This design comes from an exercise in tuning for small area and a short achievable clock period on the open sky130 flow, not from production work. Where RTL was checked, it was by simulation tests only, not by an equivalence proof against the original. The RTL of run 1 was laid out without a check of its function. No activity file was given, so power comes from the tool's default toggle rates.

==> design.v <==
module alu(
    input add, input f_and, input f_or, input f_not, input f_xor, input pass,
    input cin,
    input [31:0] A,
    input [31:0] B,
    output [31:0] result
    );
wire [31:0] p = A ^ B;
wire [31:0] g0 = A & B;
reg [31:0] G, P;
integer l, i, j;
always @(*) begin
    G = g0;
    P = p;
    G[0] = g0[0] | (p[0] & cin);
    for (l = 0; l < 5; l = l + 1)
        for (i = 0; i < 32; i = i + 1)
            if (i[l]) begin
                j = ((i >> l) << l) - 1;
                G[i] = G[i] | (P[i] & G[j]);
                P[i] = P[i] & P[j];
            end
end
wire [31:0] c = {G[30:0], cin};
wire [31:0] sum = p ^ c;
assign result = ({32{add}} & sum)
              | ({32{f_and}} & g0)
              | ({32{f_or}} & (A | B))
              | ({32{f_not}} & ~A)
              | ({32{f_xor}} & p)
              | ({32{pass}} & B);
endmodule
module shifter #(parameter LEVELS = 5) (
    input [31:0] in,
    input [LEVELS-1:0] l,
    input [LEVELS-1:0] r,
    input [LEVELS-1:0] n,
    output [31:0] out
    );
reg [31:0] s;
integer k;
always @(*) begin
    s = in;
    for (k = 0; k < LEVELS; k = k + 1)
        s = (s & {32{n[k]}}) | ((s << (1 << k)) & {32{l[k]}}) | ((s >> (1 << k)) & {32{r[k]}});
end
assign out = s;
endmodule
module registerfile
  (input clk,
   input write,
   input [3:0] wrAddr,
   input [31:0] wrData,
   input [15:0] selm,
   output [31:0] rdDatam,
   input [15:0] seln,
   output [31:0] rdDatan);
   reg [511:0] rf;
   genvar r;
   generate
      for (r = 0; r < 16; r = r + 1) begin : g_reg
         wire we = write & (wrAddr == r);
         always @(posedge clk)
            rf[32*r +: 32] <= (rf[32*r +: 32] & {32{~we}}) | (wrData & {32{we}});
      end
   endgenerate
   reg [31:0] m, n;
   integer k;
   always @(*) begin
      m = 32'd0;
      n = 32'd0;
      for (k = 0; k < 16; k = k + 1) begin
         m = m | (rf[32*k +: 32] & {32{selm[k]}});
         n = n | (rf[32*k +: 32] & {32{seln[k]}});
      end
   end
   assign rdDatam = m;
   assign rdDatan = n;
endmodule
module processor(
    input clk,
    input rst,
    output [31:0] imem_addr,
    input [31:0] imem_rdata,
    output dmem_en,
    output dmem_we,
    output [31:0] dmem_addr,
    output [31:0] dmem_wdata,
    input [31:0] dmem_rdata,
    output wb_en,
    output [3:0] wb_addr,
    output [31:0] wb_data
    );
reg [31:0] ia;       
reg [31:0] f_ir, d_ir;
reg f_v, d_v;
reg [15:0] d_seln, d_selm;   
reg d_useimm;                
reg [4:0] d_shl, d_shr, d_shn;   
reg [31:0] e_A, e_B;
reg [2:0] e_op;
reg e_zupd, e_wen, e_men, e_we, e_sub;
reg e_l4, e_r4, e_n4;    
reg [3:0] e_rd;
reg br;      
reg z;       
reg [31:0] m_A, m_B;
reg m_add, m_and, m_or, m_not, m_xor, m_pass, m_cin;
reg m_wen, m_en, m_we;
reg [3:0] m_rd;
reg [31:0] w_data;
reg [3:0] w_rd;
reg w_en;
assign imem_addr = ia;
wire [5:0] f_opc = f_ir[29:24];
wire f_useimm = f_ir[31] | (f_opc == 6'b100100);
always @(posedge clk) begin
    f_ir <= imem_rdata;
    d_ir <= f_ir;
    f_v <= ~rst;
    d_v <= ~rst & f_v & ~br;
    d_useimm <= f_useimm;
    d_seln <= 16'd1 << f_ir[23:20];
    d_selm <= f_useimm ? 16'd0 : (16'd1 << f_ir[3:0]);
    d_shl <= f_ir[14:10] & {5{~f_useimm &  f_ir[15]}};
    d_shr <= f_ir[14:10] & {5{~f_useimm & ~f_ir[15]}};
    d_shn <= ~f_ir[14:10] | {5{f_useimm}};
end
wire       d_S   = d_ir[30];
wire [5:0] d_opc = d_ir[29:24];
wire [3:0] d_rn  = d_ir[23:20];
wire d_mem = d_opc[5] & d_opc[4];
wire d_ls  = d_ir[27];
wire d_regw = ~(d_mem & ~d_ls);
wire [3:0] d_rd = (d_opc[5] | d_opc[4]) ? d_rn : d_ir[19:16];
wire d_beq = (d_opc == 6'b100100);
wire d_flag = (d_opc == 6'b000110) | (d_opc == 6'b001001) | (d_opc == 6'b011101);
reg [2:0] d_op;
always @(*) begin
    case (d_opc)
    6'b000110: d_op = 3'd0;
    6'b001001: d_op = 3'd1;
    6'b011101: d_op = 3'd1;
    6'b001011: d_op = 3'd2;
    6'b001010: d_op = 3'd3;
    6'b001100: d_op = 3'd4;
    6'b001110: d_op = 3'd5;
    6'b011100: d_op = 3'd6;
    6'b100100: d_op = 3'd6;
    default:   d_op = 3'd7;
    endcase
end
wire [31:0] rf_n, rf_m;
registerfile RegFile(clk, w_en, w_rd, w_data, d_selm, rf_m, d_seln, rf_n);
wire [31:0] d_imm = {d_beq ? 8'd0 : {8{d_ir[15]}},
                     d_beq ? d_ir[23:16] : {8{d_ir[15]}},
                     d_ir[15:0]};
wire [31:0] d_Bs;
shifter #(4) sft(rf_m, d_shl[3:0], d_shr[3:0], d_shn[3:0], d_Bs);
wire d_go = ~rst & d_v & ~br;
always @(posedge clk) begin
    e_A <= rf_n;
    e_B <= d_Bs | (d_imm & {32{d_useimm}});
    e_op <= d_op;
    e_sub <= (d_op == 3'd1);
    e_l4 <= d_shl[4];
    e_r4 <= d_shr[4];
    e_n4 <= d_shn[4];
    e_rd <= d_rd;
    e_zupd <= d_go & d_S & d_flag;
    e_wen <= d_go & d_regw;
    e_men <= d_go & d_mem;
    e_we <= d_go & d_mem & ~d_ls;
end
wire [31:0] e_Bs = (e_B & {32{e_n4}}) | ((e_B << 16) & {32{e_l4}}) | ((e_B >> 16) & {32{e_r4}});
wire [31:0] e_y = e_Bs ^ {32{e_sub}};
wire [31:0] e_cin = {e_A[30:0] | e_y[30:0], e_sub};
wire e_zero = ((e_A ^ e_y) == e_cin);
wire e_znext = e_zupd ? e_zero : z;
wire br_next = d_go & d_beq & e_znext;
always @(posedge clk) begin
    if (rst) z <= 1'b0;
    else     z <= e_znext;
    br <= br_next;
    if (br_next)
        ia <= {8'd0, d_ir[23:0]};
    else if (rst)
        ia <= 32'd0;
    else
        ia <= ia + 32'd1;
end
always @(posedge clk) begin
    m_A <= e_A;
    m_B <= e_y;
    m_add <= (e_op == 3'd0) | (e_op == 3'd1);
    m_and <= (e_op == 3'd2);
    m_or <= (e_op == 3'd3);
    m_not <= (e_op == 3'd4);
    m_xor <= (e_op == 3'd5);
    m_pass <= (e_op == 3'd6);
    m_cin <= e_sub;
    m_rd <= e_rd;
    m_wen <= ~rst & e_wen & ~br;
    m_en <= ~rst & e_men;
    m_we <= ~rst & e_we;
end
assign dmem_en = m_en;
assign dmem_we = m_we;
assign dmem_addr = m_B;
assign dmem_wdata = m_A;
wire [31:0] m_res;
alu exec(m_add, m_and, m_or, m_not, m_xor, m_pass, m_cin, m_A, m_B, m_res);
always @(posedge clk) begin
    w_data <= m_res | (dmem_rdata & {32{m_en}});
    w_rd <= m_rd;
    w_en <= ~rst & m_wen;
end
assign wb_en = w_en;
assign wb_addr = w_rd;
assign wb_data = w_data;
endmodule
==> flow/run.sh <==
#!/bin/bash
# The standard layout, with the port buffers made of buf_2 cells
# (ORFS's buffer_ports takes -buffer_cell from BUFFER_PORTS_ARGS)
set -euo pipefail
export BUFFER_PORTS_ARGS="-buffer_cell sky130_fd_sc_hd__buf_2"
bash standard.sh > standard.log 2>&1
==> standard.sh <==
#!/bin/bash
# synth_recipe.tcl (not shown) runs the flow's synth.tcl, then flattens the netlist and writes it again
# the make line also repeats each setting of config.mk as NAME=value (left out here)
make -C /OpenROAD-flow-scripts/flow DESIGN_CONFIG=/design/flow/config.mk WORK_HOME=/design/flow/orfs CLKGATE_MAP_FILE= SYNTH_SCRIPT=/design/flow/synth_recipe.tcl "${@:-finish}"
==> config.mk <==
export PLATFORM = sky130hd
export DESIGN_NAME = processor
export DESIGN_NICKNAME = processor
export VERILOG_FILES = /design/flow/design.v
export SDC_FILE = /design/flow/constraint.sdc
export NUM_CORES = 4
export LEC_CHECK = 0
export ABC_CLOCK_PERIOD_IN_PS = 2800
export CAP_MARGIN = 20
export CORE_MARGIN = 2
export CORE_UTILIZATION = 50
export CTS_CLUSTER_DIAMETER = 100
export CTS_CLUSTER_SIZE = 24
export SETUP_SLACK_MARGIN = 4.7
export SLEW_MARGIN = 20
==> constraint.sdc <==
create_clock -name core_clock -period 7.5 [get_ports {clk}]
set_input_delay 1.5000 -clock core_clock [delete_from_list [all_inputs] [get_ports {clk}]]
set_output_delay 1.5000 -clock core_clock [all_outputs]
set_load 0.01 [all_outputs]
==> run summary, run 1 <==
Final min period 3370 ps; Pleak 17.2 nW; GR Util met2 57.6%; Layout fillers 5,520; Via density 7.22; Initial Utilization 50.5%; initial antenna violation count 15; # rows 99; Post-synth EDFFs 512; Max Clock Skew 60.9 ps; top cells by area, synth edfxtp_1 (42%), dfxtp_1 (19%), a221oi_1 (6.0%); DRT Pass-1 Iters 11; Peak supply drop 0.280 mV; Crit. End Element flop; Synth Flop Type edfxtp_1; CP Launch Type flop; max_cap viols 0; CTS tree done; commonest non-fill, non-tap cell in the layout edfxtp_1; Post-Syn Nets 3,152; Area growth, synth to finish 25.5%; CP max FO 8; Syn Area/Cell 12.3 um2; Final #Nets 3,576; Layout Cells excl Fill 4,400; vias in the first global route 30,100; Yosys top cell area share 41.7%; DP Wirelength 88,800 um; pwr/cell area 216 nW/um2; first-pass GRT wire length 218,000 um; gpl congestion 0.982; GRT busiest layer met2; RSZ-0062 raised after global routing true; Worst Tran Pin Value 1150 ps; Die Height 275 um; met1 Track Usage GR 53.6%; post-synth cell types 84; met3 Resource Use GR 13.6%; worst rel slew slack 23.2%; DR iter-0 viols 5,529; Post-synth ARST share 0%; DRT Wirelength 159,000 um; hold_buf cts 0; die area 75,900 um2; H-tree Lvls 2; Synth area leader edfxtp_1; Final Setup Violations 0; placed instance count 4,029; critical path arrival 3860 ps; Synth Warn # 4; Routed Antenna Nets 0; core footprint 73,000 um2; sequential element share of the synthesized area 60.3%; IO Port Bufs 200; CTS max path bufs 3; CTS Buf Count 42; # clock sinks 853; root buf cell clkbuf_16; Yosys reg bits 853; WS Path Type flop to flop; HP Class flop to flop; worst-skew pair later-pin latency 660 ps; mapped cell area 36,800 um2; Worst-path clk slew 90 ps; global route overflow 0; Boundary Pins 201; total power 9.99 mW; Die X 275 um; most frequent cells in the layout edfxtp_1 (512), dfxtp_1 (267), buf_4 (243); share of post-route cells with drive strength above 1 32.0%; Synth Instances 2,984; Final Max Tran Viols 0; Peak Freq 296 MHz; Hold Vio Cnt, Final 0; largest net degree at the start of global routing 38; Avg WL per Cell 36.1 um; Worst EP required 7990 ps; DR vias 31,800; setup TNS 0 ps; drc violations 0; outcome no timing/DRC/antenna violations; crit share post-route 45.0%; total track usage 40.4%
-- metrics by stage --
stage | worst slack, ps | hold WS, ps | instance area, um2 | util, %
floorplan | 4600 | 310 | 37100 | -
global placement | 3440 | 311 | 39000 | 53.5
detailed placement | 3410 | 312 | 39100 | 53.5
CTS | 4180 | 331 | 44200 | 60.5
global route | 4060 | 334 | 46200 | 63.3
finish | 4130 | 329 | 46200 | 63.3
-- report_power, final --
part           total [mW]  switching (mW)  leakage [nW]  internal [mW]
clock                2.60            1.50         0.590           1.10
sequential           5.44           0.249          7.66           5.19
combinational        1.96            1.14          8.95          0.823
total                9.99            2.88          17.2           7.11
-- final cells by class --
cell class / count / area (um2) / share of cell area (%)
Antenna cell: 4 / 10.0 / 0.0217
Tap cell: 959 / 1200 / 2.60
Timing Repair inverter: 7 / 118 / 0.254
Clock buffer: 67 / 1170 / 2.52
Inverter: 159 / 616 / 1.33
Clock inverter: 6 / 72.6 / 0.157
Multi-Input combinational cell: 1786 / 15800 / 34.3
Timing Repair Buffer: 559 / 4760 / 10.3
Sequential cell: 853 / 22400 / 48.5
-- kinds of logic (layout without fill, tap and decap cells) --
family / Yosys count / after routing / synth area share [%]
multiplexers: 5 / 5 / 0.146
AO/OA/AOI/OAI: 1009 / 1009 / 22.2
adder cells (fa/ha/maj): 102 / 102 / 3.59
buffers and inverters: 346 / 798 / 3.75
AND/OR/NAND/NOR: 559 / 560 / 7.47
flip-flops: 853 / 853 / 60.3
XOR/XNOR: 110 / 110 / 2.62
other: 0 / 4 / 0
-- routing by layer --
layer	wire, um	part of all wire [%]
met2	66100	42
met4	11700	7.4
met3	23400	15
met1	57800	36
met5	86	0.054
-- cells in the mapped netlist, drive strengths merged, types with 37 or more instances --
library cell and count:
nand2 192, xnor2 57, edfxtp 512, o21ai 71
nand4 67, nor2 114, buf 46, inv 153
dfxtp 341, a21oi 46, xor2 53, a22oi 176
a22o 221, nand3 37, clkbuf 141, ha 96
a221oi 255
-- final timing paths --
path | end | cells past startpoint | slack [ps] | startpoint
worst max register to register | ia[17]$_DFF_P_ | 13 | 4130 | e_n4$_DFF_P_
worst max-delay path | ia[17]$_DFF_P_ | 13 | 4130 | e_n4$_DFF_P_
worst min-delay path | e_r4$_DFF_P_ | 0 | 330 | d_shr[4]$_DFF_P_
worst min register to register | e_r4$_DFF_P_ | 0 | 330 | d_shr[4]$_DFF_P_
-- worst max-delay path: stages (launching register included) --
cell,delay (ps)
dfxtp_4,400
buf_16,160
a22oi_2,290
xnor2_2,160
inv_1,90
ha_4,280
xor2_2,150
nand4_1,130
nor4_2,370
a32oi_2,260
or4_4,570
buf_12,220
inv_16,90
o31ai_2,60
-- what timing repair did --
| item | in CTS | in global routing |
|---|---|---|
| setup buffers | 166 | 101 |
| setup endpoints to repair | 127 | 104 |
| cloned | 22 | 5 |
| resized for setup | 485 | 240 |
| pin swaps | 171 | 179 |
==> inputs of run 2 (changes only) <==
--- a/design.v
+++ b/design.v
@@ -34,7 +34,6 @@
     input [31:0] in,
     input [LEVELS-1:0] l,
     input [LEVELS-1:0] r,
-    input [LEVELS-1:0] n,
     output [31:0] out
     );
 reg [31:0] s;
@@ -42,7 +41,7 @@
 always @(*) begin
     s = in;
     for (k = 0; k < LEVELS; k = k + 1)
-        s = (s & {32{n[k]}}) | ((s << (1 << k)) & {32{l[k]}}) | ((s >> (1 << k)) & {32{r[k]}});
+        s = (s & {32{~(l[k] | r[k])}}) | ((s << (1 << k)) & {32{l[k]}}) | ((s >> (1 << k)) & {32{r[k]}});
 end
 assign out = s;
 endmodule
@@ -96,17 +95,17 @@
 reg f_v, d_v;
 reg [15:0] d_seln, d_selm;   
 reg d_useimm;                
-reg [4:0] d_shl, d_shr, d_shn;   
+reg [4:0] d_shl, d_shr;   
 reg [31:0] e_A, e_B;
 reg [2:0] e_op;
 reg e_zupd, e_wen, e_men, e_we, e_sub;
-reg e_l4, e_r4, e_n4;    
+reg e_l4, e_r4;    
 reg [3:0] e_rd;
 reg br;      
 reg z;       
 reg [31:0] m_A, m_B;
 reg m_add, m_and, m_or, m_not, m_xor, m_pass, m_cin;
-reg m_wen, m_en, m_we;
+reg m_wen, m_en, m_we, m_ld;
 reg [3:0] m_rd;
 reg [31:0] w_data;
 reg [3:0] w_rd;
@@ -124,7 +123,6 @@
     d_selm <= f_useimm ? 16'd0 : (16'd1 << f_ir[3:0]);
     d_shl <= f_ir[14:10] & {5{~f_useimm &  f_ir[15]}};
     d_shr <= f_ir[14:10] & {5{~f_useimm & ~f_ir[15]}};
-    d_shn <= ~f_ir[14:10] | {5{f_useimm}};
 end
 wire       d_S   = d_ir[30];
 wire [5:0] d_opc = d_ir[29:24];
@@ -156,7 +154,7 @@
                      d_beq ? d_ir[23:16] : {8{d_ir[15]}},
                      d_ir[15:0]};
 wire [31:0] d_Bs;
-shifter #(4) sft(rf_m, d_shl[3:0], d_shr[3:0], d_shn[3:0], d_Bs);
+shifter #(4) sft(rf_m, d_shl[3:0], d_shr[3:0], d_Bs);
 wire d_go = ~rst & d_v & ~br;
 always @(posedge clk) begin
     e_A <= rf_n;
@@ -165,14 +163,13 @@
     e_sub <= (d_op == 3'd1);
     e_l4 <= d_shl[4];
     e_r4 <= d_shr[4];
-    e_n4 <= d_shn[4];
     e_rd <= d_rd;
     e_zupd <= d_go & d_S & d_flag;
     e_wen <= d_go & d_regw;
     e_men <= d_go & d_mem;
     e_we <= d_go & d_mem & ~d_ls;
 end
-wire [31:0] e_Bs = (e_B & {32{e_n4}}) | ((e_B << 16) & {32{e_l4}}) | ((e_B >> 16) & {32{e_r4}});
+wire [31:0] e_Bs = (e_B & {32{~(e_l4 | e_r4)}}) | ((e_B << 16) & {32{e_l4}}) | ((e_B >> 16) & {32{e_r4}});
 wire [31:0] e_y = e_Bs ^ {32{e_sub}};
 wire [31:0] e_cin = {e_A[30:0] | e_y[30:0], e_sub};
 wire e_zero = ((e_A ^ e_y) == e_cin);
@@ -203,6 +200,7 @@
     m_wen <= ~rst & e_wen & ~br;
     m_en <= ~rst & e_men;
     m_we <= ~rst & e_we;
+    m_ld <= e_men & ~e_we;
 end
 assign dmem_en = m_en;
 assign dmem_we = m_we;
@@ -211,7 +209,7 @@
 wire [31:0] m_res;
 alu exec(m_add, m_and, m_or, m_not, m_xor, m_pass, m_cin, m_A, m_B, m_res);
 always @(posedge clk) begin
-    w_data <= m_res | (dmem_rdata & {32{m_en}});
+    w_data <= m_res | (dmem_rdata & {32{m_ld}});
     w_rd <= m_rd;
     w_en <= ~rst & m_wen;
 end
==> run.sh (new file) <==
#!/bin/bash
# synth_recipe.tcl (not shown) runs the flow's synth.tcl, then flattens the netlist and writes it again
# the make line also repeats each setting of config.mk as NAME=value (left out here)
make -C /OpenROAD-flow-scripts/flow DESIGN_CONFIG=/design/flow/config.mk WORK_HOME=/design/flow/orfs CLKGATE_MAP_FILE= SYNTH_SCRIPT=/design/flow/synth_recipe.tcl finish
--- a/config.mk
+++ b/config.mk
@@ -11,5 +11,5 @@
 export CORE_UTILIZATION = 50
 export CTS_CLUSTER_DIAMETER = 100
 export CTS_CLUSTER_SIZE = 24
-export SETUP_SLACK_MARGIN = 4.7
+export SETUP_SLACK_MARGIN = 4.0
 export SLEW_MARGIN = 20
removed: flow/run.sh
removed: standard.sh
==> run 2 against run 1 <==
Maximum frequency shrank 5.7%. Largest power group unchanged. Combinational power fell by about 20%. Highest routed layer unchanged. Critical path depth fell by 3. Clock power about the same. Synthesized cell count down 2.5%.
==> run summary, run 2 <==
outcome no timing/DRC/antenna violations; min-delay src f_ir[8]$_DFF_P_; Pleak 14.3 nW; setup TNS 0 ps; drc violations 0; Avg WL per Cell 34.9 um; Via density 7.09; Hold Vio Cnt, Final 0; Yosys top cell area share 42.2%; RSZ-0062 raised after global routing true; CTS max path bufs 3; Final Max Tran Viols 0; DRT Pass-1 Iters 8; depth of the most critical reg-to-reg path 10; hold_buf cts 0; Layout Cells excl Fill 4,035; most frequent cell after synthesis edfxtp_1; Final min period 3580 ps; Die X 274 um; initial antenna violation count 8; # rows 98; post-route design area 41,200 um2; RR Startpoint d_selm[1]$_SDFF_PP0_; r2r setup slk 3920 ps; Hold Path Stages 0; Combinational Power Share 16.1%; gpl congestion 0.970; H-tree Lvls 2; Routed Antenna Nets 0; Post-synth ARST share 0%; Worst-path clk slew 110 ps; max_cap viols 0; Worst Tran Pin Value 1140 ps; WS Path Type flop to flop; top cells by area, synth edfxtp_1 (42%), dfxtp_1 (18%), a221oi_1 (6.8%); root buf cell clkbuf_16; Synth Instances 2,909; largest net degree at the start of global routing 42; part of the power in registers 56.9%; CTS Buf Count 42; DR iter-0 viols 4,142; CP Launch Type flop; CP max FO 31; Boundary Pins 201; DR vias 28,600; Final Setup Violations 0; Peak supply drop 0.249 mV; mapped cell area 36,400 um2; Net Switching 2.77 mW; most common library cells after synthesis edfxtp_1 (512), dfxtp_1 (336), a221oi_1 (281), a22o_1 (251), nand2_1 (169); commonest non-fill, non-tap cell in the layout edfxtp_1; Post-synth EDFFs 512; Sw Ratio 28.5%; core footprint 71,900 um2; pwr/cell area 235 nW/um2; worst r2r dst e_B[17]$_DFF_P_; Peak Freq 279 MHz; HP Class flop to flop; CTS tree done; total power 9.69 mW; Area growth, synth to finish 13.0%; share of post-route cells with drive strength above 1 9.51%; Hold Crit Endpoint d_ir[8]$_DFF_P_; die area 75,000 um2; worst rel slew slack 23.8%; Syn Area/Cell 12.5 um2; Internal 6.93 mW; Initial Utilization 50.7%; vias in the first global route 27,400; Synth Flop Type edfxtp_1; Final #Nets 3,219; Die Height 274 um; # clock sinks 848; Post-Syn Nets 3,077; crit share post-route 47.7%; Clk pwr share 27.1%; IO Port Bufs 200; Fin Hold WS 333 ps; DP Wirelength 84,000 um; Yosys reg bits 848; DP Area 39,300 um2; Synth area leader edfxtp_1; Max Clock Skew 57.9 ps; most frequent cells in the layout edfxtp_1 (512), dfxtp_1 (292), a221oi_1 (275); total track usage 36.5%; first-pass GRT wire length 196,000 um; post-synth cell types 74; Synth Warn # 4; DRT Wirelength 141,000 um; worst-skew pair later-pin latency 660 ps; critical path arrival 4080 ps; placed instance count 3,925; global route overflow 0; sequential element share of the synthesized area 60.7%; Crit. End Element flop; Worst EP required 8010 ps
-- run 2: cell count changes in the layout (fill, tap and decap cells not counted), moves of 23 or more --
| cell | change |
|---|---|
| a221oi_1 | +76 |
| a221oi_2 | -38 |
| a222oi_1 | -29 |
| a22o_1 | +40 |
| a22oi_2 | -62 |
| buf_12 | -33 |
| buf_2 | -200 |
| buf_4 | -157 |
| buf_6 | -56 |
| clkdlybuf4s50_1 | +200 |
| dfxtp_1 | +25 |
| dfxtp_4 | -48 |
| o21ai_0 | +23 |
| o22ai_1 | +51 |
-- run 2: logic make-up (layout without fill, tap and decap cells) --
group	Yosys count	in the layout	synth area share, %
muxes	5	5	0.151
adders and majority gates	102	102	3.63
AOI/OAI and AO/OA	987	987	21.7
xor gates and xnor gates	116	116	2.79
DFF	848	848	60.7
other	0	3	0
and+or+nand+nor	505	507	6.87
buffers and inverters	346	517	4.14
-- run 2: worst max path at each step --
stage                    startpoint  cells past startpoint  slack [ps]            endpoint
3_5_place_dp           e_l4$_DFF_P_                     13        2860      ia[15]$_DFF_P_
6_report       d_selm[1]$_SDFF_PP0_                     10        3920     e_B[17]$_DFF_P_
3_3_place_gp           e_l4$_DFF_P_                     13        3040      ia[18]$_DFF_P_
4_1_cts              m_B[7]$_DFF_P_                     12        3940  w_data[22]$_DFF_P_
5_1_grt                e_r4$_DFF_P_                     14        3930      ia[19]$_DFF_P_
2_1_floorplan          e_r4$_DFF_P_                     16        4150      ia[21]$_DFF_P_
-- run 2: routing by layer --
layer	vias to the layer above	GRT usage [%]	part of all wire [%]
met4	2	15.8	5.0
met3	493	9.69	12
met2	2203	55.8	44
li1	11800	-	-
met1	14100	49.1	38
met5	-	0	0.0092
-- run 2: layout make-up --
class / count / area [um2]
multi-input combinational: 1717 / 13200
fill: 5918 / 30700
sequential: 848 / 22200
clock inverter: 7 / 109
timing repair inverter: 2 / 10.0
clock buffer: 68 / 1160
timing repair buffer: 292 / 2730
inverter: 148 / 567
tap: 950 / 1190
antenna: 3 / 7.51
-- run 2: power by group through the flow --
stage	registers, mW	clock network (mW)	logic, mW
after global routing	5.53	2.81	1.66
after floorplan	5.47	0	0.851
after global placement	5.60	0	1.45
after detailed placement	5.60	0	1.46
final	5.51	2.62	1.56
after CTS	5.50	2.65	1.49
-- run 2: critical path, cell delays in order (launching register included) --
cell      delay (ps)
dfxtp_1          340
buf_4            350
a22o_1           340
a221oi_1         300
and4_2           510
o22ai_1          130
o21ai_0          380
nand2_1          180
a221oi_2         380
inv_1            110
a221o_1          360
-- run 2: what timing repair did --
item | in CTS | in global routing
pin swaps | 5 | 8
cloned | 3 | 2
endpoints found under the setup margin | 96 | 83
resized for setup | 68 | 65
buffers inserted | 5 | 22
-- run 2: per-stage QoR --
stage / setup slack [ps] / util [%]
floorplan: 4150 / -
global placement: 3040 / 54.6
detailed placement: 2860 / 54.6
CTS: 3940 / 56.8
global route: 3930 / 57.3
finish: 3920 / 57.3
==> inputs of run 3 (changes only) <==
==> flow/run.sh (new file) <==
#!/bin/bash
# The standard layout (standard.sh, all of its steps) with two changes
# passed to the ORFS scripts through their environment:
#  - the port buffers that buffer_ports inserts are buf_1 cells
#  - clock tree synthesis inserts no dummy loads
# make's output goes to make.log; each ORFS step keeps its own log under orfs/logs.
set -euo pipefail
export BUFFER_PORTS_ARGS="-buffer_cell sky130_fd_sc_hd__buf_1"
export CTS_ARGS="-sink_clustering_enable -repair_clock_nets -sink_clustering_size 24 -sink_clustering_max_diameter 100 -dont_use_dummy_load"
bash standard.sh > make.log 2>&1
==> standard.sh (new file) <==
#!/bin/bash
# synth_recipe.tcl (not shown) runs the flow's synth.tcl, then flattens the netlist and writes it again
# the make line also repeats each setting of config.mk as NAME=value (left out here)
make -C /OpenROAD-flow-scripts/flow DESIGN_CONFIG=/design/flow/config.mk WORK_HOME=/design/flow/orfs CLKGATE_MAP_FILE= SYNTH_SCRIPT=/design/flow/synth_recipe.tcl "${@:-finish}"
removed: run.sh
==> run 3 against run 2 <==
Still clean. Flip-flop and latch count stayed put. Utilization fell by 2.3 points. Via count rose by 0.10%. Wire length is 1.1% lower. Clock power is 6% lower. First-iteration DRC count up 2.8%. Count of clock-buffer cells in the layout down 25.
==> run summary, run 3 <==
Yosys top cell area share 42.2%; CTS max path bufs 3; Initial Utilization 50.7%; Worst EP required 7990 ps; crit share post-route 46.6%; Avg WL per Cell 35.0 um; share of post-route cells with drive strength above 1 7.48%; CTS tree done; HP Class flop to flop; Peak supply drop 0.152 mV; Layout fillers 6,105; RSZ-0062 raised after global routing true; worst rel slew slack 24.3%; Via density 7.19; first-pass GRT wire length 194,000 um; setup TNS 0 ps; area share of xor/xnor cells in the synthesized design 2.79%; IO Port Bufs 200; Final Setup Violations 0; Hold Vio Cnt, Final 0; Crit. End Element flop; Hold Crit Endpoint m_A[13]$_DFF_P_; Yosys reg bits 848; # clock sinks 848; Post-Syn Nets 3,077; Post-synth ARST share 0%; die area 75,000 um2; r2r setup slk 4010 ps; post-layout util 54.9%; Syn Area/Cell 12.5 um2; # rows 98; CTS Buf Count 43; DP Wirelength 82,900 um; mapped cell area 36,400 um2; initial antenna violation count 10; sequential element share of the synthesized area 60.7%; largest family of logic cells by synthesized area compound AO/OA/AOI/OAI gates; most frequent cells in the layout edfxtp_1 (512), dfxtp_1 (327), a221oi_1 (278); Synth Area in Compound Gates 21.7%; DRT Wirelength 139,000 um; DR iter-0 viols 4,260; Hold Path Stages 0; DRT Pass-1 Iters 6; largest net degree at the start of global routing 41; core footprint 71,900 um2; Synth Instances 2,909; Die Height 274 um; Fin Hold WS 312 ps; Routed Antenna Nets 0; pwr/cell area 237 nW/um2; total track usage 36.0%; Max Clock Skew 64.6 ps; H-tree Lvls 2; top cells by area, synth edfxtp_1 (42%), dfxtp_1 (18%), a221oi_1 (6.8%); worst r2r dst e_B[14]$_DFF_P_; CP max FO 32; most frequent cell after synthesis edfxtp_1; max_cap viols 0; min-delay src e_A[13]$_DFF_P_; Synth Warn # 4; Post-Synth Adder-Cell Area 3.63%; Layout Cells excl Fill 3,985; gpl congestion 0.971; mux cell area share after synthesis 0.151%; drc violations 0; worst-skew pair later-pin latency 630 ps; outcome no timing/DRC/antenna violations; placed instance count 3,927; WS Path Type flop to flop; commonest non-fill, non-tap cell in the layout edfxtp_1; Final min period 3490 ps; Worst-path clk slew 110 ps; Die X 274 um; Boundary Pins 201; depth of the most critical reg-to-reg path 10; most common library cells after synthesis edfxtp_1 (512), dfxtp_1 (336), a221oi_1 (281), a22o_1 (251), nand2_1 (169); Final Max Tran Viols 0; critical path arrival 3980 ps; vias in the first global route 27,400; CP Launch Type flop; global route overflow 0; Final #Nets 3,203; Area growth, synth to finish 8.39%; Peak Freq 286 MHz; Synth Area in Simple Gates 6.87%; Pleak 13.6 nW; root buf cell clkbuf_16; post-synth cell types 74; Worst Tran Pin Value 1130 ps; Synth area leader edfxtp_1; Post-synth EDFFs 512; Synth Flop Type edfxtp_1; DR vias 28,700; RR Startpoint d_selm[1]$_SDFF_PP0_
run 3: cell counts after synthesis:
Identical to the previous run, type by type.
run 3: final cells by class:
cell class                      count  area [um2]  share of cell area, %
Clock buffer                       43        1080                   2.73
Sequential cell                   848       22100                   56.0
Antenna cell                        2        5.00                 0.0127
Inverter                          148         559                   1.42
Multi-Input combinational cell   1717       13200                   33.3
Tap cell                          950        1190                   3.01
Timing Repair Buffer              276        1360                   3.44
Timing Repair inverter              1        5.00                 0.0127
run 3: critical path: stages, from the launching register on:
cell and delay, ps:
dfxtp_1 320, buf_4 360, a22o_1 340, a221oi_1 210, and4_2 430, nor2_1 70
a221oi_1 470, o211ai_1 270, a221oi_2 450, o22ai_1 140, a211o_1 280
run 3: metal layers:
metal / GRT usage [%] / up-vias / share of wire, %
li1: - / 11700 / -
met1: 47.9 / 14200 / 38
met2: 55.6 / 2201 / 44
met3: 8.49 / 539 / 12
met4: 17.7 / 4 / 6.0
met5: 0 / - / 0.019
run 3: timing repair:
item | CTS | global route
buffers inserted | 1 | 8
gates resized for setup | 38 | 43
pin swaps | 5 | 7
cloned | 1 | 3
hold buffers | 0 | 0
endpoints found under the setup margin | 58 | 52
run 3: stage by stage:
| step | cell area, um2 | power, mW | worst slack, ps |
|---|---|---|---|
| floorplan | 36400 | 6.32 | 4150 |
| global placement | 38000 | 6.91 | 2980 |
| detailed placement | 38000 | 6.93 | 2900 |
| CTS | 39300 | 9.33 | 3970 |
| global route | 39500 | 9.68 | 3970 |
| finish | 39500 | 9.37 | 4010 |
run 3: cell families after synthesis:
logic type,count (synthesis)
AO/OA/AOI/OAI,987
XOR/XNOR,116
adder cells (fa/ha/maj),102
buffers and inverters,346
flip-flops,848
multiplexers,5
AND/OR/NAND/NOR,505
run 3: how the worst max path moves through the flow:
stage,slack (ps),to,cells past startpoint,startpoint
2_1_floorplan,4150,ia[21]$_DFF_P_,16,e_r4$_DFF_P_
6_report,4010,e_B[14]$_DFF_P_,10,d_selm[1]$_SDFF_PP0_
3_5_place_dp,2900,ia[18]$_DFF_P_,14,e_l4$_DFF_P_
4_1_cts,3970,e_B[8]$_DFF_P_,10,d_selm[2]$_SDFF_PP0_
3_3_place_gp,2980,ia[21]$_DFF_P_,14,e_r4$_DFF_P_
5_1_grt,3970,ia[20]$_DFF_P_,14,e_l4$_DFF_P_
run 3: power breakdown:
part,total (mW),switching (mW),internal (mW)
Sequential,5.51,0.331,5.18
Combinational,1.40,0.885,0.518
Clock,2.46,1.43,1.03
Total,9.37,2.65,6.72
==> inputs of run 4 (changes only) <==
--- a/config.mk
+++ b/config.mk
@@ -5,7 +5,7 @@
 export SDC_FILE = /design/flow/constraint.sdc
 export NUM_CORES = 4
 export LEC_CHECK = 0
-export ABC_CLOCK_PERIOD_IN_PS = 2800
+export ABC_AREA = 1
 export CAP_MARGIN = 20
 export CORE_MARGIN = 2
 export CORE_UTILIZATION = 50
==> run 4 against run 3 <==
Sequential share of layout area down 2.3 points. First-iteration DRC count down 8.5%. Non-clock buffer count down 8. Clock skew down 20 ps. Die area up 4.7%. Cell count up 34%. Still clean on timing, DRC and antenna. Register-to-register slack better by 210 ps.
==> run summary, run 4 <==
DP Wirelength 86,400 um; mapped cell area 38,200 um2; die area 78,500 um2; RSZ-0062 raised after global routing false; pwr/cell area 230 nW/um2; Routed Antenna Nets 0; delay-heaviest family, CP flip-flops; Worst-path clk slew 100 ps; Fin Hold WS 324 ps; vias in the first global route 29,100; crit share post-route 45.6%; core footprint 75,700 um2; Worst EP required 6000 ps; CTS tree done; Peak supply drop 0.210 mV; Hold Vio Cnt, Final 0; sequential cell area 22,100 um2; worst rel slew slack 23.7%; commonest non-fill, non-tap cell in the layout nand2_1; CTS Buf Count 43; Synth Instances 4,239; Final min period 3420 ps; CP Depth 1; Pleak 16.7 nW; DRT Pass-1 Iters 6; Peak Freq 292 MHz; Crit. End Element output pin; root buf cell clkbuf_16; outcome no timing/DRC/antenna violations; max_cap viols 0; HP Class flop to flop; Area growth, synth to finish 7.98%; DR vias 31,700; sequential element share of the synthesized area 57.9%; global route overflow 0; setup TNS 0 ps; Initial Utilization 50.4%; Die X 280 um; r2r setup slk 4220 ps; Final #Nets 4,547; worst-skew pair later-pin latency 620 ps; WP buf/inv 1; Via density 5.93; most common library cells after synthesis nand2_1 (1,670), edfxtp_1 (512), dfxtp_1 (336), nor2_1 (286), nand3_1 (279); Syn Area/Cell 9.00 um2; slowest stage delay, CP 1080 ps; critical path arrival 1920 ps; slowest CP cell dfxtp_1; Max Clock Skew 45.0 ps; share of post-route cells with drive strength above 1 4.41%; most frequent cell after synthesis nand2_1; Synth area leader edfxtp_1; Yosys top cell area share 40.3%; Synth Flop Type edfxtp_1; Final Setup Violations 0; Yosys reg bits 848; Synth Warn # 4; CTS max path bufs 3; H-tree Lvls 2; crit-path cells buf_1; Avg WL per Cell 26.3 um; Hold Path Stages 0; total power 9.48 mW; Worst Tran Pin Value 1140 ps; gpl congestion 0.961; depth of the most critical reg-to-reg path 17; Post-Syn Nets 4,407; Die Height 280 um; # rows 101; post-synth cell types 53; largest net degree at the start of global routing 34; DP Area 40,000 um2; Final Max Tran Viols 0; WS Path Type flop to output pin; Layout fillers 6,896; drc violations 0; total track usage 35.4%; Boundary Pins 201; DRT Wirelength 141,000 um; hold_buf cts 0; Post-synth EDFFs 512; post-route design area 41,200 um2; initial antenna violation count 5; most frequent cells in the layout nand2_1 (1,669), edfxtp_1 (512), dfxtp_1 (310); # clock sinks 848; first-pass GRT wire length 200,000 um; multi-input logic area 14,400 um2; top cells by area, synth edfxtp_1 (40%), dfxtp_1 (18%), nand2_1 (16%); CP Launch Type flop; DR iter-0 viols 3,899; CP max FO 17; IO Port Bufs 200; Post-synth ARST share 0%
run 4: area by class of cell:
cell class | instances | share of cell area [%]
sequential | 848 | 53.7
multi-input combinational | 2940 | 35.1
timing repair buffer | 268 | 3.06
tap | 978 | 2.97
clock buffer | 43 | 2.61
inverter | 278 | 2.55
antenna | 1 | 0.00607
run 4: where the power goes:
part	switching, mW	internal, mW
registers	0.338	5.23
clock network	1.44	1.03
logic	1.00	0.442
total	2.78	6.70
run 4: what timing repair did:
action	4_1_cts	5_1_grt
endpoints found under the setup margin	9	34
pin swaps	0	2
buffers inserted	0	1
gates resized for setup	3	8
gates cloned	0	1
run 4: logic make-up after synthesis:
kind of cell / Yosys count / share of synthesized area, %
simple gates: 2361 / 25.1
flops: 848 / 57.9
compound gates: 410 / 7.29
xor+xnor: 66 / 1.53
buf+inv: 452 / 4.68
fa+ha+maj: 102 / 3.46
run 4: worst paths after layout:
kind / from / to
max: w_data[22]$_DFF_P_ / wb_data[22]
min: e_rd[3]$_DFF_P_ / m_rd[3]$_DFF_P_
max reg2reg: m_A[0]$_DFF_P_ / w_data[16]$_DFF_P_
min reg2reg: e_rd[3]$_DFF_P_ / m_rd[3]$_DFF_P_
run 4: per-layer routing:
metal / track usage [%] / vias to the layer above / share of wire [%]
met5: 0 / - / 0
met3: 6.07 / 315 / 11
met1: 51.0 / 15100 / 42
met2: 53.2 / 1890 / 43
met4: 14.1 / 0 / 4.6
li1: - / 14400 / -
run 4: stage by stage:
stage	util, %	setup slack, ps	instances
floorplan	-	4480	4239
CTS	54.3	4050	5353
global placement	52.9	3990	5310
detailed placement	52.9	3900	5310
global route	54.4	4020	5355
finish	54.4	4080	5356
==> inputs of run 5 (changes only) <==
--- a/design.v
+++ b/design.v
@@ -93,7 +93,7 @@
 reg [31:0] ia;       
 reg [31:0] f_ir, d_ir;
 reg f_v, d_v;
-reg [15:0] d_seln, d_selm;   
+reg [15:0] d_selm;           
 reg d_useimm;                
 reg [4:0] d_shl, d_shr;   
 reg [31:0] e_A, e_B;
@@ -119,7 +119,6 @@
     f_v <= ~rst;
     d_v <= ~rst & f_v & ~br;
     d_useimm <= f_useimm;
-    d_seln <= 16'd1 << f_ir[23:20];
     d_selm <= f_useimm ? 16'd0 : (16'd1 << f_ir[3:0]);
     d_shl <= f_ir[14:10] & {5{~f_useimm &  f_ir[15]}};
     d_shr <= f_ir[14:10] & {5{~f_useimm & ~f_ir[15]}};
@@ -149,7 +148,7 @@
     endcase
 end
 wire [31:0] rf_n, rf_m;
-registerfile RegFile(clk, w_en, w_rd, w_data, d_selm, rf_m, d_seln, rf_n);
+registerfile RegFile(clk, w_en, w_rd, w_data, d_selm, rf_m, 16'd1 << d_rn, rf_n);
 wire [31:0] d_imm = {d_beq ? 8'd0 : {8{d_ir[15]}},
                      d_beq ? d_ir[23:16] : {8{d_ir[15]}},
                      d_ir[15:0]};
--- a/config.mk
+++ b/config.mk
@@ -11,5 +11,5 @@
 export CORE_UTILIZATION = 50
 export CTS_CLUSTER_DIAMETER = 100
 export CTS_CLUSTER_SIZE = 24
-export SETUP_SLACK_MARGIN = 4.0
+export SETUP_SLACK_MARGIN = 4.8
 export SLEW_MARGIN = 20
==> run 5 against run 4 <==
Still clean on timing, DRC and antenna. Critical path depth up 12. Hold slack better by 5.5 ps. Cell count about the same. Count of clock-buffer cells in the layout down 1. Flip-flop and latch count down 16. Global-route usage up 1.3 points. Combinational power up 29%. Sequential power down 4.1%. Synthesized cell count down 3.1%. Via count about the same. Clock power down 2%.
==> run summary, run 5 <==
CTS max path bufs 3; DP Wirelength 87,600 um; CTS Buf Count 42; area share of xor/xnor cells in the synthesized design 1.63%; CP max FO 16; first-pass GRT wire length 205,000 um; most frequent CP cell nand2_8; Hold Vio Cnt, Final 0; Yosys reg bits 832; post-synth cell types 49; Final Max Tran Viols 0; pwr/cell area 222 nW/um2; root buf cell clkbuf_16; largest net degree at the start of global routing 33; Worst-path clk slew 90 ps; Synth Warn # 4; outcome no timing/DRC/antenna violations; Initial Utilization 50.5%; setup TNS 0 ps; initial antenna violation count 2; Post-Synth Adder-Cell Area 3.52%; gpl congestion 0.951; Yosys top cell area share 40.9%; Peak Freq 338 MHz; Post-Syn Nets 4,275; max_cap viols 0; Area growth, synth to finish 15.4%; Post-synth ARST share 0%; share of post-route cells with drive strength above 1 15.0%; vias in the first global route 30,000; top cells by area, synth edfxtp_1 (41%), dfxtp_1 (17%), nand2_1 (15%); Die X 278 um; Final #Nets 4,558; global route overflow 0; Final Setup Violations 0; Final min period 2960 ps; Syn Area/Cell 9.15 um2; mux cell area share after synthesis 0%; Layout Cells excl Fill 5,358; DR vias 31,700; placed instance count 5,174; Worst EP required 8020 ps; crit share post-route 39.4%; Via density 5.92; # clock sinks 832; most common library cells after synthesis nand2_1 (1,502), edfxtp_1 (512), dfxtp_1 (320), inv_1 (307), nor2_1 (264); multi-input logic area 15,200 um2; Synth Area in Simple Gates 23.2%; most frequent cells in the layout nand2_1 (1,464), edfxtp_1 (512), inv_1 (297); CTS tree done; hold_buf cts 0; drc violations 0; Post-synth EDFFs 512; H-tree Lvls 2; Peak supply drop 0.192 mV; Synth Area in Compound Gates 8.67%; CP Launch Type flop; Boundary Pins 201; DRT Pass-1 Iters 7; Synth Flop Type edfxtp_1; DR iter-0 viols 4,126; die area 77,300 um2; Avg WL per Cell 27.0 um; sequential cell area 22,100 um2; post-layout util 58.2%; worst rel slew slack 33.8%; slowest stage delay, CP 390 ps; IO Port Bufs 200; most frequent cell after synthesis nand2_1; Crit. End Element flop; sequential element share of the synthesized area 58.0%; commonest non-fill, non-tap cell in the layout nand2_1; critical path arrival 3470 ps; total track usage 36.7%; Die Height 278 um; worst-skew pair later-pin latency 630 ps; largest family of logic cells by synthesized area simple AND/OR/NAND/NOR gates; # rows 100; HP Class flop to flop; Pleak 17.7 nW; crit-path cells inv_8 -> nand2_8 -> o22ai_1 -> xor2_1 -> ha_1 -> xnor2_1 -> nor3_2 -> nand4_1 -> nand3b_1 -> nand2_4 -> nand2_8 -> nand2_8 -> o21ai_1; RSZ-0062 raised after global routing true; slowest CP cell dfxtp_4; mapped cell area 37,600 um2; Routed Antenna Nets 0; Synth area leader edfxtp_1; Synth Instances 4,107; DRT Wirelength 145,000 um; Layout fillers 6,586; Max Clock Skew 76.6 ps; core footprint 74,400 um2; WS Path Type flop to flop; Worst Tran Pin Value 983 ps
run 5: timing repair:
| item | CTS | global route |
|---|---|---|
| setup buffers | 112 | 18 |
| gates resized for setup | 301 | 205 |
| cloned | 11 | 0 |
| pin swaps | 47 | 41 |
| setup endpoints to repair | 206 | 148 |
run 5: layer usage:
layer / wire length (um) / vias up / track usage (%)
met5: 13 / - / 0
met3: 15800 / 358 / 7.81
li1: - / 14300 / -
met4: 8390 / 2 / 18.4
met2: 62900 / 1790 / 55.5
met1: 57500 / 15200 / 50.0
run 5: kinds of logic (layout without fill, tap and decap cells):
group           Yosys count  count (layout)
simple gates           2143            2149
flops                   832             832
buf+inv                 484             759
compound gates          477             477
fa+ha+maj               102             102
xor+xnor                 69              69
other cells               0               1
run 5: worst max-delay path, delay by kind of cell (launching register included):
kind / cells / cell delay (ps)
fa+ha+maj: 1 / 310
xor+xnor: 2 / 450
compound gates: 2 / 310
flops: 1 / 390
buf+inv: 1 / 120
simple gates: 7 / 1270
run 5: layout make-up:
type / count / area share (%)
Sequential cell: 832 / 50.9
Clock buffer: 42 / 2.43
Antenna cell: 1 / 0.00577
Timing Repair inverter: 4 / 0.0924
Multi-Input combinational cell: 2797 / 35.1
Timing Repair Buffer: 398 / 5.84
Inverter: 315 / 2.87
Tap cell: 969 / 2.80
run 5: metrics by stage:
| step | hold slack, ps | worst slack (ps) | cell area [um2] | power, mW |
|---|---|---|---|---|
| after floorplan | 310 | 4800 | 37600 | 6.22 |
| after global placement | 312 | 3420 | 39500 | 6.88 |
| after detailed placement | 312 | 3410 | 39500 | 6.89 |
| after CTS | 331 | 4600 | 42400 | 9.46 |
| after global routing | 336 | 4460 | 43300 | 9.95 |
| final | 330 | 4540 | 43300 | 9.62 |
run 5: where the power goes:
part	total [mW]	internal [mW]	switching, mW
registers	5.34	5.13	0.213
clock network	2.42	1.00	1.42
logic	1.86	0.656	1.20
run 5: worst paths after layout:
check                                       from  slack [ps]          endpoint  depth (start not counted)
worst max-delay path                e_l4$_DFF_P_        4540     ia[7]$_DFF_P_                         13
worst min-delay path            f_ir[23]$_DFF_P_         330  d_ir[23]$_DFF_P_                          0
worst max register to register      e_l4$_DFF_P_        4540     ia[7]$_DFF_P_                         13
worst min register to register  f_ir[23]$_DFF_P_         330  d_ir[23]$_DFF_P_                          0
==> inputs of run 6 (changes only) <==
--- a/config.mk
+++ b/config.mk
@@ -11,5 +11,5 @@
 export CORE_UTILIZATION = 50
 export CTS_CLUSTER_DIAMETER = 100
 export CTS_CLUSTER_SIZE = 24
-export SETUP_SLACK_MARGIN = 4.8
+export SETUP_SLACK_MARGIN = 4.0
 export SLEW_MARGIN = 20
==> run 6 against run 5 <==
Still clean on timing, DRC and antenna. Setup slack worse by 400 ps. Flip-flop and latch count did not move. Sequential power rose by 2%. Die area did not move. Count of clock-buffer cells in the layout is 1 higher. Largest power group unchanged.
==> run summary, run 6 <==
global route overflow 0; # rows 100; Crit. Startpoint d_ir[23]$_DFF_P_; placed instance count 5,173; n_diodes 0; most common library cells after synthesis nand2_1 (1,502), edfxtp_1 (512), dfxtp_1 (320), inv_1 (307), nor2_1 (264); DR vias 31,000; IO Port Bufs 200; mapped cell area 37,600 um2; total track usage 35.7%; Pleak 16.4 nW; Hold Vio Cnt, Final 0; DP Wirelength 87,600 um; part of the power in registers 58.6%; RR Startpoint d_ir[23]$_DFF_P_; Combinational Power Share 15.0%; WP buf/inv 3; Initial Utilization 50.5%; post-synth cell types 49; Post-Syn Nets 4,275; Final Setup Violations 0; Peak Freq 298 MHz; root buf cell clkbuf_16; Synth Instances 4,107; Final Max Tran Viols 0; Yosys reg bits 832; crit share post-route 44.8%; slowest stage delay, CP 590 ps; CP Launch Type flop; DRT Wirelength 140,000 um; initial antenna violation count 5; Synth Warn # 4; RSZ-0062 raised after global routing false; Final #Nets 4,420; slowest CP cell dfxtp_1; die area 77,300 um2; drc violations 0; Area growth, synth to finish 8.29%; delay-heaviest family, CP buffers and inverters; Net Switching 2.69 mW; Die X 278 um; Avg WL per Cell 26.9 um; Yosys top cell area share 40.9%; Internal 6.58 mW; DRT Pass-1 Iters 6; H-tree Lvls 2; DR iter-0 viols 4,143; Peak supply drop 0.270 mV; Worst-path clk slew 100 ps; Synth area leader edfxtp_1; min-delay src f_ir[19]$_DFF_P_; Syn Area/Cell 9.15 um2; CP max FO 24; most frequent cell after synthesis nand2_1; Final min period 3360 ps; worst rel slew slack 24.9%; core footprint 74,400 um2; CTS tree done; top cells by area, synth edfxtp_1 (41%), dfxtp_1 (17%), nand2_1 (15%); vias in the first global route 28,600; # clock sinks 832; max_cap viols 0; largest net degree at the start of global routing 33; Boundary Pins 201; Worst EP required 7930 ps; worst-skew pair later-pin latency 630 ps; setup TNS 0 ps; Crit. End Element flop; Die Height 278 um; Max Clock Skew 82.0 ps; Layout Cells excl Fill 5,219; CTS max path bufs 3; Routed Antenna Nets 0; Synth Flop Type edfxtp_1; sequential element share of the synthesized area 58.0%; Post-synth ARST share 0%; CTS Buf Count 43; Worst Tran Pin Value 1110 ps; HP Class flop to flop; Layout fillers 6,831; critical path arrival 3780 ps; Post-synth EDFFs 512; Sw Ratio 29.0%; outcome no timing/DRC/antenna violations; share of post-route cells with drive strength above 1 4.56%; first-pass GRT wire length 199,000 um; WS Path Type flop to flop; pwr/cell area 228 nW/um2; Via density 5.95; crit-path cells inv_1 -> nand3_1 -> inv_1 -> buf_4 -> nand2_1 -> nand4_1 -> a2111oi_0 -> nand4_1; commonest non-fill, non-tap cell in the layout nand2_1; Clk pwr share 26.4%; gpl congestion 0.928; most frequent cells in the layout nand2_1 (1,499), edfxtp_1 (512), inv_1 (307)
[run 6: changes by cell type in the layout (fill, tap and decap cells not counted), moves of 42 or more]
cell | previous run | this run
buf_2 | 42 | 0
buf_1 | 135 | 200
buf_4 | 162 | 68
dfxtp_1 | 197 | 302
dfxtp_2 | 72 | 17
dfxtp_4 | 51 | 1
[run 6: logic make-up after synthesis]
family,count (synthesis),share of synthesized area [%]
buffers and inverters,484,5.04
DFF,832,58.0
adders and majority gates,102,3.52
xor gates and xnor gates,69,1.63
and+or+nand+nor,2143,23.2
AOI/OAI and AO/OA,477,8.67
[run 6: metrics by stage]
stage | hold WS [ps] | setup WS, ps | instance area [um2] | utilization (%) | total power, mW
after global placement | 310 | 3380 | 39500 | 53.1 | 6.88
final | 333 | 4140 | 40700 | 54.6 | 9.28
after floorplan | 310 | 4570 | 37600 | - | 6.22
after global routing | 340 | 4000 | 40700 | 54.6 | 9.61
after CTS | 334 | 3970 | 40600 | 54.5 | 9.27
after detailed placement | 312 | 3330 | 39500 | 53.1 | 6.89
[run 6: final cells by class]
type                            count  area [um2]  area share (%)
Timing Repair Buffer              268        1260            3.10
Sequential cell                   832       21800            53.6
Multi-Input combinational cell   2792       14100            34.7
Clock buffer                       43        1080            2.65
Tap cell                          969        1210            2.98
Inverter                          315        1190            2.92
[run 6: path summary, 6_finish.rpt]
path | slack (ps) | cells after the start | to
worst max-delay path | 4140 | 8 | e_A[10]$_DFF_P_
worst min-delay path | 330 | 0 | d_ir[19]$_DFF_P_
worst min register to register | 330 | 0 | d_ir[19]$_DFF_P_
worst max register to register | 4140 | 8 | e_A[10]$_DFF_P_
[run 6: repair_timing]
action / 4_1_cts / 5_1_grt
gates cloned: 0 / 1
hold buffers: 0 / 0
pin swaps: 0 / 3
setup buffers: 0 / 2
resized for setup: 4 / 14
endpoints found under the setup margin: 34 / 40
hold endpoints to repair: 0 / 0
[run 6: metal layers]
layer,part of all wire [%],GRT usage (%),wire length [um],vias to the layer above
met5,0.0078,0,11,-
met4,4.8,15.3,6800,2
met3,11,7.11,15500,315
met2,43,54.1,61000,1753
met1,41,50.1,57100,14900
li1,-,-,-,14100
[run 6: power by group through the flow]
stage | Clock [mW] | Sequential (mW) | Combinational, mW
after detailed placement | 0 | 5.54 | 1.35
after global placement | 0 | 5.53 | 1.35
after floorplan | 0 | 5.41 | 0.805
after CTS | 2.48 | 5.43 | 1.36
final | 2.45 | 5.44 | 1.39
after global routing | 2.63 | 5.46 | 1.52
==> inputs of run 7 (changes only) <==
--- a/config.mk
+++ b/config.mk
@@ -11,5 +11,5 @@
 export CORE_UTILIZATION = 50
 export CTS_CLUSTER_DIAMETER = 100
 export CTS_CLUSTER_SIZE = 24
-export SETUP_SLACK_MARGIN = 4.0
+export SETUP_SLACK_MARGIN = 4.4
 export SLEW_MARGIN = 20
==> run 7 against run 6 <==
Maximum frequency is 11% higher. Cell area increased by 0.91%. Combinational power increased by 3%. Wire length increased by 0.45%. Synthesized cell count did not move. Utilization increased by 0.50 points. Power rose by 0.44%. Critical path depth decreased by 7. Via count hardly changed. Flip-flop and latch count unchanged. First-iteration DRC count down 2.0%. Largest power group unchanged. Highest routed layer unchanged.
==> run summary, run 7 <==
drc violations 0; Post-synth EDFFs 512; Synth Flop Type edfxtp_1; Die X 278 um; most frequent cell after synthesis nand2_1; DR iter-0 viols 4,059; Synth Instances 4,107; post-synth cell types 49; CP Launch Type flop; mapped cell area 37,600 um2; Post-Syn Nets 4,275; Routed Antenna Nets 0; RSZ-0062 raised after global routing false; WS Path Type flop to output pin; Via density 5.93; global route overflow 0; worst rel slew slack 26.3%; Layout Cells excl Fill 5,239; Avg WL per Cell 26.9 um; Final Max Tran Viols 0; Initial Utilization 50.5%; most frequent cells in the layout nand2_1 (1,496), edfxtp_1 (512), inv_1 (303); DRT Wirelength 141,000 um; critical path arrival 1520 ps; Synth area leader edfxtp_1; Yosys top cell area share 40.9%; Peak supply drop 0.270 mV; gpl congestion 0.928; share of post-route cells with drive strength above 1 6.23%; Crit. End Element output pin; setup TNS 0 ps; Synth Warn # 4; min-delay src f_ir[19]$_DFF_P_; die area 77,300 um2; Syn Area/Cell 9.15 um2; vias in the first global route 28,800; Max Clock Skew 84.3 ps; # clock sinks 832; crit-path cells buf_1; Yosys reg bits 832; slowest stage delay, CP 680 ps; Boundary Pins 201; Worst-path clk slew 100 ps; sequential element share of the synthesized area 58.0%; Pleak 16.5 nW; CTS max path bufs 3; Die Height 278 um; Fin Hold WS 333 ps; H-tree Lvls 2; worst-skew pair later-pin latency 640 ps; Final #Nets 4,440; core footprint 74,400 um2; Peak Freq 331 MHz; total track usage 35.8%; Worst EP required 6000 ps; Final min period 3020 ps; largest net degree at the start of global routing 33; HP Class flop to flop; Crit. Startpoint w_data[2]$_DFF_P_; DP Wirelength 87,600 um; crit share post-route 40.3%; max_cap viols 0; commonest non-fill, non-tap cell in the layout nand2_1; Hold Vio Cnt, Final 0; CP max FO 17; outcome no timing/DRC/antenna violations; first-pass GRT wire length 199,000 um; initial antenna violation count 4; WP buf/inv 1; r2r setup slk 4480 ps; most common library cells after synthesis nand2_1 (1,502), edfxtp_1 (512), dfxtp_1 (320), inv_1 (307), nor2_1 (264); total power 9.32 mW; hold_buf cts 0; CTS Buf Count 43; DR vias 31,000; Final Setup Violations 0; root buf cell clkbuf_16; placed instance count 5,173; Area growth, synth to finish 9.28%; Worst Tran Pin Value 1090 ps; delay-heaviest family, CP flip-flops; CTS tree done; IO Port Bufs 200; slowest CP cell dfxtp_1; n_diodes 0; # rows 100; RR Startpoint e_l4$_DFF_P_; top cells by area, synth edfxtp_1 (41%), dfxtp_1 (17%), nand2_1 (15%); pwr/cell area 227 nW/um2; Post-synth ARST share 0%; DRT Pass-1 Iters 7
[run 7: final timing paths]
| path | end | cells after the start |
|---|---|---|
| max reg2reg | ia[10]$_DFF_P_ | 13 |
| max | wb_data[2] | 1 |
| min | d_ir[19]$_DFF_P_ | 0 |
| min reg2reg | d_ir[19]$_DFF_P_ | 0 |
[run 7: cell type report]
type,count,area [um2]
Clock buffer,43,1080
Fill cell,6781,33400
Inverter,315,1210
Multi-Input combinational cell,2793,14300
Sequential cell,832,21800
Tap cell,969,1210
Timing Repair Buffer,285,1420
Timing Repair inverter,2,16.3
[run 7: where the power goes]
group	leakage [nW]	total, mW	internal, mW	switching [mW]
Combinational	8.57	1.43	0.458	0.969
Sequential	7.41	5.44	5.12	0.317
Clock	0.530	2.45	1.03	1.43
[run 7: metrics by stage]
step | setup slack (ps) | utilization [%] | area, um2
finish | 4480 | 55.1 | 41100
CTS | 4400 | 54.7 | 40700
floorplan | 4570 | - | 37600
global placement | 3380 | 53.1 | 39500
global route | 4390 | 55.1 | 41100
detailed placement | 3330 | 53.1 | 39500
[run 7: layer usage]
layer	track usage, %	part of all wire [%]	up-vias
met5	0	0.022	-
met2	54.0	43	1710
met3	7.35	11	337
met4	16.1	5.1	4
li1	-	-	14100
met1	50.1	40	14900
[run 7: timing repair]
action	CTS	global route
resized for setup	42	46
pin swaps	4	8
endpoints found under the setup margin	86	67
gates cloned	2	2
buffers inserted	4	15
[run 7: cell families (layout without fill, tap and decap cells)]
family / count (synthesis) / count (layout) / synth area share, %
buffers and inverters: 484 / 645 / 5.04
XOR/XNOR: 69 / 69 / 1.63
AO/OA/AOI/OAI: 477 / 477 / 8.67
flip-flops: 832 / 832 / 58.0
AND/OR/NAND/NOR: 2143 / 2145 / 23.2
adder cells (fa/ha/maj): 102 / 102 / 3.52
==> inputs of run 8 (changes only) <==
--- a/design.v
+++ b/design.v
@@ -99,7 +99,6 @@
 reg [31:0] e_A, e_B;
 reg [2:0] e_op;
 reg e_zupd, e_wen, e_men, e_we, e_sub;
-reg e_l4, e_r4;    
 reg [3:0] e_rd;
 reg br;      
 reg z;       
@@ -153,23 +152,20 @@
                      d_beq ? d_ir[23:16] : {8{d_ir[15]}},
                      d_ir[15:0]};
 wire [31:0] d_Bs;
-shifter #(4) sft(rf_m, d_shl[3:0], d_shr[3:0], d_Bs);
+shifter #(5) sft(rf_m, d_shl, d_shr, d_Bs);
 wire d_go = ~rst & d_v & ~br;
 always @(posedge clk) begin
     e_A <= rf_n;
     e_B <= d_Bs | (d_imm & {32{d_useimm}});
     e_op <= d_op;
     e_sub <= (d_op == 3'd1);
-    e_l4 <= d_shl[4];
-    e_r4 <= d_shr[4];
     e_rd <= d_rd;
     e_zupd <= d_go & d_S & d_flag;
     e_wen <= d_go & d_regw;
     e_men <= d_go & d_mem;
     e_we <= d_go & d_mem & ~d_ls;
 end
-wire [31:0] e_Bs = (e_B & {32{~(e_l4 | e_r4)}}) | ((e_B << 16) & {32{e_l4}}) | ((e_B >> 16) & {32{e_r4}});
-wire [31:0] e_y = e_Bs ^ {32{e_sub}};
+wire [31:0] e_y = e_B ^ {32{e_sub}};
 wire [31:0] e_cin = {e_A[30:0] | e_y[30:0], e_sub};
 wire e_zero = ((e_A ^ e_y) == e_cin);
 wire e_znext = e_zupd ? e_zero : z;
--- a/config.mk
+++ b/config.mk
@@ -11,5 +11,5 @@
 export CORE_UTILIZATION = 50
 export CTS_CLUSTER_DIAMETER = 100
 export CTS_CLUSTER_SIZE = 24
-export SETUP_SLACK_MARGIN = 4.4
+export SETUP_SLACK_MARGIN = 5.0
 export SLEW_MARGIN = 20
==> run 8 against run 7 <==
Maximum frequency increased by 6.5%. Non-clock buffer count up 187. Register-to-register slack improved by 230 ps. Flip-flop and latch count fell by 2. Cell count rose by 3.9%. Power rose by 5.0%. Combinational power grew 38%. Clock power is 2% lower. Sequential share of layout area is 4.8 points lower. Still clean on timing, DRC and antenna. Synthesized cell count is 0.56% higher. Largest power group unchanged. Critical endpoint is now dmem_addr[0]. Die area is 0.15% higher.
==> run summary, run 8 <==
Synth Instances 4,130; hold_buf cts 0; DP Area 39,700 um2; CTS Buf Count 41; Final Setup Violations 0; IO Port Bufs 200; Hold Vio Cnt, Final 0; global route overflow 0; HP Class flop to flop; CP max FO 2; Area growth, synth to finish 21.7%; worst rel slew slack 34.4%; Setup WS pre-CTS 3820 ps; setup TNS 0 ps; Final #Nets 4,641; DP Wirelength 87,400 um; WS Path Type flop to output pin; Crit. End Element output pin; mapped cell area 37,600 um2; Yosys reg bits 830; DRT Pass-1 Iters 8; largest net degree at the start of global routing 33; most frequent cells in the layout nand2_1 (1,470), edfxtp_1 (512), inv_1 (277); multi-input logic area 15,800 um2; Initial Utilization 50.5%; post-synth cell types 50; root buf cell clkbuf_16; Worst Tran Pin Value 983 ps; sequential cell area 22,100 um2; min setup slack post-route 4660 ps; Final Max Tran Viols 0; Post-synth ARST share 0%; Boundary Pins 201; crit share post-route 37.8%; most common library cells after synthesis nand2_1 (1,557), edfxtp_1 (512), dfxtp_1 (318), inv_1 (287), nand3_1 (274); commonest non-fill, non-tap cell in the layout nand2_1; sequential element share of the synthesized area 57.8%; Syn Area/Cell 9.11 um2; DRT Wirelength 147,000 um; top cells by area, synth edfxtp_1 (41%), dfxtp_1 (17%), nand2_1 (16%); Synth Warn # 4; Via density 5.94; first-pass GRT wire length 205,000 um; worst-skew pair later-pin latency 630 ps; Routed Antenna Nets 0; CP Launch Type flop; outcome no timing/DRC/antenna violations; total track usage 36.7%; CTS tree done; Synth area leader edfxtp_1; gpl congestion 0.959; DR iter-0 viols 3,786; drc violations 0; post-route design area 45,800 um2; Yosys top cell area share 40.9%; CTS max path bufs 3; Peak supply drop 0.177 mV; initial antenna violation count 8; Avg WL per Cell 27.0 um; Post-Syn Nets 4,298; core footprint 74,400 um2; die area 77,500 um2; share of post-route cells with drive strength above 1 21.4%; critical path arrival 1340 ps; Synth Flop Type edfxtp_1; Layout fillers 6,247; Worst-path clk slew 100 ps; most frequent cell after synthesis nand2_1; RSZ-0062 raised after global routing true; Post-synth EDFFs 512; Max Clock Skew 47.2 ps; # rows 100; Die X 278 um; Pleak 19.0 nW; Peak Freq 352 MHz; pwr/cell area 214 nW/um2; H-tree Lvls 2; Die Height 278 um; max_cap viols 0; DR vias 32,300; # clock sinks 830; vias in the first global route 30,000; Worst EP required 6000 ps; Final min period 2840 ps
## run 8: cell count changes in the layout (fill, tap and decap cells not counted), sizes merged, moves of 33 or more
cell	previous run	this run
xor2	52	19
xnor2	17	50
o22ai	38	5
buf	284	470
nand2	1508	1562
## run 8: final timing paths
| kind | depth (start not counted) | from | end | slack [ps] |
|---|---|---|---|---|
| min | 0 | f_ir[22]$_DFF_P_ | d_ir[22]$_DFF_P_ | 330 |
| min reg2reg | 0 | f_ir[22]$_DFF_P_ | d_ir[22]$_DFF_P_ | 330 |
| max | 3 | m_B[0]$_DFF_P_ | dmem_addr[0] | 4660 |
| max reg2reg | 15 | m_cin$_DFF_P_ | w_data[6]$_DFF_P_ | 4710 |
## run 8: through the flow
step / hold slack [ps] / utilization, % / power (mW) / instances
2_1_floorplan: 310 / - / 6.25 / 4130
3_3_place_gp: 313 / 53.3 / 6.89 / 5195
3_5_place_dp: 312 / 53.3 / 6.90 / 5195
4_1_cts: 333 / 59.4 / 9.63 / 5403
5_1_grt: 339 / 61.5 / 10.1 / 5440
6_report: 332 / 61.5 / 9.78 / 5442
## run 8: area by class of cell
type                       count  area share (%)
timing repair inverter         3           0.107
clock buffer                  41            2.24
timing repair buffer         472            9.66
multi-input combinational   2831            34.4
antenna                        2          0.0109
sequential                   830            48.4
tap                          969            2.65
inverter                     294            2.50
## run 8: cell families (layout without fill, tap and decap cells)
kind of cell               count (synthesis)  after routing  synth area share, %
other                                      0              2                    0
DFF                                      830            830                 57.8
buffers and inverters                    469            810                 4.91
adders and majority gates                102            102                 3.51
xor gates and xnor gates                  69             69                 1.61
and+or+nand+nor                         2218           2218                 24.0
AOI/OAI and AO/OA                        442            442                 8.16
## run 8: report_power, final
group | internal (mW) | switching [mW] | leakage, nW
clock network | 0.982 | 1.41 | 0.505
logic | 0.795 | 1.18 | 11.1
registers | 5.16 | 0.259 | 7.41
## run 8: repair_timing
action / CTS / global route
pin swaps: 51 / 70
cloned: 7 / 3
resized for setup: 677 / 300
buffers inserted: 160 / 34
setup endpoints to repair: 257 / 236
hold endpoints to repair: 0 / 0
## run 8: routing by layer
| metal | vias up | part of all wire, % | wire length, um | GRT usage, % |
|---|---|---|---|---|
| met2 | 1954 | 42 | 62100 | 54.2 |
| met3 | 397 | 12 | 16900 | 7.94 |
| li1 | 14500 | - | - | - |
| met4 | 8 | 6.4 | 9370 | 19.3 |
| met1 | 15400 | 40 | 58600 | 50.8 |
| met5 | - | 0.036 | 53 | 0 |
## run 8: critical path, cell delays in order, from the launching register on
cell	delay (ps)
dfxtp_4	360
buf_4	130
buf_4	130
buf_6	120

static timing again, ports no longer ideal:
The results above use ideal ports. As a check the final layouts listed here were re-extracted and re-timed, cells and wires unchanged. Step 1 assumes that a clkbuf_16 drives the clock port and a buf_2 every other input. Step 2, shift: input delay + t, output delay - t, t = (earliest + latest rising clock arrival at the registers) / 2. This alone moves slack from input paths to output paths. a / b / c = ideal ports / drivers / drivers and shift; a / b = the first two.
run	t (ns)	slack for setup (ns)	worst setup path after step 2
run 1	0.692	4.127 / 4.127 / 3.784	input to register
run 2	0.701	3.922 / 3.922 / 3.922	register to register
run 3	0.655	4.007 / 4.007 / 4.007	register to register
run 4	0.670	4.079 / 4.008 / 4.111	input to register
run 5	0.654	4.544 / 4.544 / 4.151	input to register
run 6	0.660	4.143 / 4.120 / 4.143	register to register
run 7	0.661	4.477 / 4.410 / 4.193	input to register
run 8	0.674	4.662 / 4.595 / 4.264	input to register
After both steps every run listed still meets setup and hold. The setup slack of run 8, which loses most, moves by -0.067 ns with the drivers and by -0.398 ns with both steps.
